Source: an optimization exercise on an open RTL-to-GDS flow (aim: small area and a short achievable clock period). Production flows keep margins and buffers that such runs may drop. At most, simulation tests tie the RTL to the original design; equivalence was not proved. Power is estimated from default activity; no workload was simulated.

== v6 ==
==> flow/design.v (excerpt) <==
module MEMCTRL_CORE(
   BIST_PASS,
   MEM_ADDR, MEM_CE, MEM_WEB, MEM_OEB, MEM_CSB, MEM_IDATA, MEM_ODATA_SELECT,
   SPARE_MEM_ADDR, SPARE_MEM_CE, SPARE_MEM_WEB, SPARE_MEM_OEB, SPARE_MEM_CSB,
   SPARE_MEM_IDATA, SPARE_MEM_ODATA_SELECT,
   ADDR, CE, CLK, CSB, IDATA, OEB, RSTN, WEB, BIST_EN, BIST_MODE, MEM_ODATA
   );
export LEC_CHECK = 0
export CAP_MARGIN = 20
export CORE_MARGIN = 2
export CORE_UTILIZATION = 65
export CTS_BUF_LIST = sky130_fd_sc_hd__clkbuf_16
export CTS_CLUSTER_DIAMETER = 100
export CTS_CLUSTER_SIZE = 20
export SLEW_MARGIN = 20
create_clock -name core_clock -period 350.0 [get_ports {CLK}]
standard.sh (not shown) runs the stock make flow with config.mk's settings and CLKGATE_MAP_FILE= SYNTH_SCRIPT=/design/flow/synth_recipe.tcl, a recipe that flattens the netlist after the stock synthesis.
==> flow/flow/run.sh <==
#!/bin/bash
# The standard layout (standard.sh: standard synthesis, floorplan, place,
# CTS, route, finish), except that the buffers put on the input and output
# ports are the smallest buffer cell instead of the resizer's default choice,
# and the clock tree is built without dummy balancing loads.
# make's full output goes to flow_make.log; each ORFS step keeps its own log
# under orfs/logs/.
set -euo pipefail
bash standard.sh \
  "BUFFER_PORTS_ARGS=-buffer_cell sky130_fd_sc_hd__buf_1" \
  "CTS_ARGS=-sink_clustering_enable -repair_clock_nets -sink_clustering_size 20 -sink_clustering_max_diameter 100 -buf_list sky130_fd_sc_hd__clkbuf_16 -dont_use_dummy_load" \
  finish > flow_make.log 2>&1
What v7 does differently from v6 at the input level:
--- a/flow/design.v
+++ b/flow/design.v
@@ -236,29 +236,29 @@
       ra   <= BIST_EN ? baddr  : ADDR[9:0];
       rd   <= BIST_EN ? bidata : IDATA;
       rce  <= BIST_EN ? bce    : CE;
       rweb <= BIST_EN ? bweb   : WEB;
       rsel <= BIST_EN ? bsel   : ADDR[15:10];
       ridx <= BIST_EN ? bpidx  : ADDR[15:10];
    end
    wire [7:0] lo8 = 8'd1 << ridx[2:0];
    wire [7:0] hi8 = 8'd1 << ridx[5:3];
-   wire [7:0] hic = {8{mc}} & hi8;
-   wire [7:0] hio = {8{mo}} & hi8;
+   wire [7:0] loc = {8{mc}} & lo8;
+   wire [7:0] loo = {8{mo}} & lo8;
    wire [7:0] slo = 8'd1 << screg[2:0];
    wire [3:0] shi = 4'd1 << screg[4:3];
    wire [3:0] shc = {4{sc}} & shi;
    wire [3:0] sho = {4{so}} & shi;
    genvar gj;
    generate
       for (gj = 0; gj < 64; gj = gj + 1) begin : g_mem_sel
-         assign MEM_CSB[gj] = ~(hic[gj / 8] & lo8[gj % 8]);
-         assign MEM_OEB[gj] = ~(hio[gj / 8] & lo8[gj % 8]);
+         assign MEM_CSB[gj] = ~(hi8[gj / 8] & loc[gj % 8]);
+         assign MEM_OEB[gj] = ~(hi8[gj / 8] & loo[gj % 8]);
       end
       for (gj = 0; gj < 25; gj = gj + 1) begin : g_spare_sel
          assign SPARE_MEM_CSB[gj] = ~(shc[gj / 8] & slo[gj % 8]);
          assign SPARE_MEM_OEB[gj] = ~(sho[gj / 8] & slo[gj % 8]);
       end
    endgenerate
    assign MEM_ADDR         = {10{fm}} & ra;
    assign MEM_CE           = fm & rce;
    assign MEM_WEB          = ~fm | rweb;
==> comparison <==
- Diff v6..v7 | post-route total power | negligible
- In terms of clock tree cell share of total cell area, v7 and v6 differ only marginally.
- Looking at via-per-instance ratio, v7 sits 0.17 above v6.
- | global-route usage | higher: v7 |
- v7 against v6: data required time at the worst endpoint rose 70.45 ns, leakage dissipation has increased.
No functional check of the RTL was part of v7.


Another version of the RTL of MEMCTRL_CORE (not shown whole).
For scale: roughly 2000 cells after synthesis, ~270 I/O pins.
export LEC_CHECK = 0
export CAP_MARGIN = 20
export CORE_MARGIN = 2
export CORE_UTILIZATION = 40
export CTS_BUF_LIST = sky130_fd_sc_hd__clkbuf_16
export CTS_CLUSTER_DIAMETER = 100
export CTS_CLUSTER_SIZE = 20
export SLEW_MARGIN = 20
create_clock -name core_clock -period 350.0 [get_ports {CLK}]
==> flow/flow/run.sh <==
#!/bin/bash
# The standard layout (standard.sh: standard synthesis, floorplan, place,
# CTS, route, finish), except that the buffers put on the input and output
# ports are the smallest buffer cell instead of the resizer's default choice.
# make's full output goes to flow_make.log; each ORFS step keeps its own log
# under orfs/logs/.
set -euo pipefail
bash standard.sh "BUFFER_PORTS_ARGS=-buffer_cell sky130_fd_sc_hd__buf_1" finish > flow_make.log 2>&1
Next try:
--- a/flow/design.v
+++ b/flow/design.v
@@ -234,21 +234,21 @@
    end
    always @(posedge CLK) begin
       ra   <= BIST_EN ? baddr  : ADDR[9:0];
       rd   <= BIST_EN ? bidata : IDATA;
       rce  <= BIST_EN ? bce    : CE;
       rweb <= BIST_EN ? bweb   : WEB;
-      rsel <= BIST_EN ? bsel   : (flt ? {1'b0, sceff} : ADDR[15:10]);
+      rsel <= BIST_EN ? bsel   : ADDR[15:10];
       ridx <= BIST_EN ? bpidx  : ADDR[15:10];
    end
    wire [7:0] lo8 = 8'd1 << ridx[2:0];
    wire [7:0] hi8 = 8'd1 << ridx[5:3];
    wire [7:0] hic = {8{mc}} & hi8;
    wire [7:0] hio = {8{mo}} & hi8;
-   wire [7:0] slo = 8'd1 << rsel[2:0];
-   wire [3:0] shi = 4'd1 << rsel[4:3];
+   wire [7:0] slo = 8'd1 << screg[2:0];
+   wire [3:0] shi = 4'd1 << screg[4:3];
    wire [3:0] shc = {4{sc}} & shi;
    wire [3:0] sho = {4{so}} & shi;
    genvar gj;
    generate
       for (gj = 0; gj < 64; gj = gj + 1) begin : g_mem_sel
          assign MEM_CSB[gj] = ~(hic[gj / 8] & lo8[gj % 8]);
@@ -265,8 +265,8 @@
    assign MEM_IDATA        = {8{fm}} & rd;
    assign MEM_ODATA_SELECT = {6{fm}} & rsel;
    assign SPARE_MEM_ADDR         = {7{fs}} & ra[6:0];
    assign SPARE_MEM_CE           = fs & rce;
    assign SPARE_MEM_WEB          = ~fs | rweb;
    assign SPARE_MEM_IDATA        = {8{fs}} & rd;
-   assign SPARE_MEM_ODATA_SELECT = {5{fs}} & rsel[4:0];
+   assign SPARE_MEM_ODATA_SELECT = {5{fs}} & screg;
 endmodule
The changed run finished clean.
Worst setup slack improved by 0.43 ns.
Maximum frequency increases by 0.59%.
Die area increases by 1.4%.
Cell count increases by 3.1%.
Sequential share of layout area decreases by 0.48 points.
Sequential power hardly moves.
Design area increases by 1.1%.
Synthesized area increases by 1.4%.
Sequential cell count is unchanged.

==> separate check: timing with driven ports <==
In the flow no input, the clock included, has a driving cell. The finished layouts below were timed again as built, in two steps. Step 1: set_driving_cell puts a clkbuf_16 on CLK and a buf_2 on each other input, an assumption about the parent block. Step 2 times the ports against the registers' clock, not the clock port: input delays grow and output delays shrink by t, the midpoint of the rising clock arrivals with the driver on. a / b / c = ideal / step 1 / step 2; a / b = the first two.
run	t (ns)	setup WS [ns]	cell pins on the clock port's net
v6	0.594	277.326 / 277.273 / 276.887	1
v7	0.599	276.773 / 276.784 / 276.184	1
the first run of note 2	0.625	276.462 / 276.498 / 275.873	1
the second run of note 2	0.629	276.896 / 276.839 / 276.690	1
After both steps every run listed still meets setup and hold.
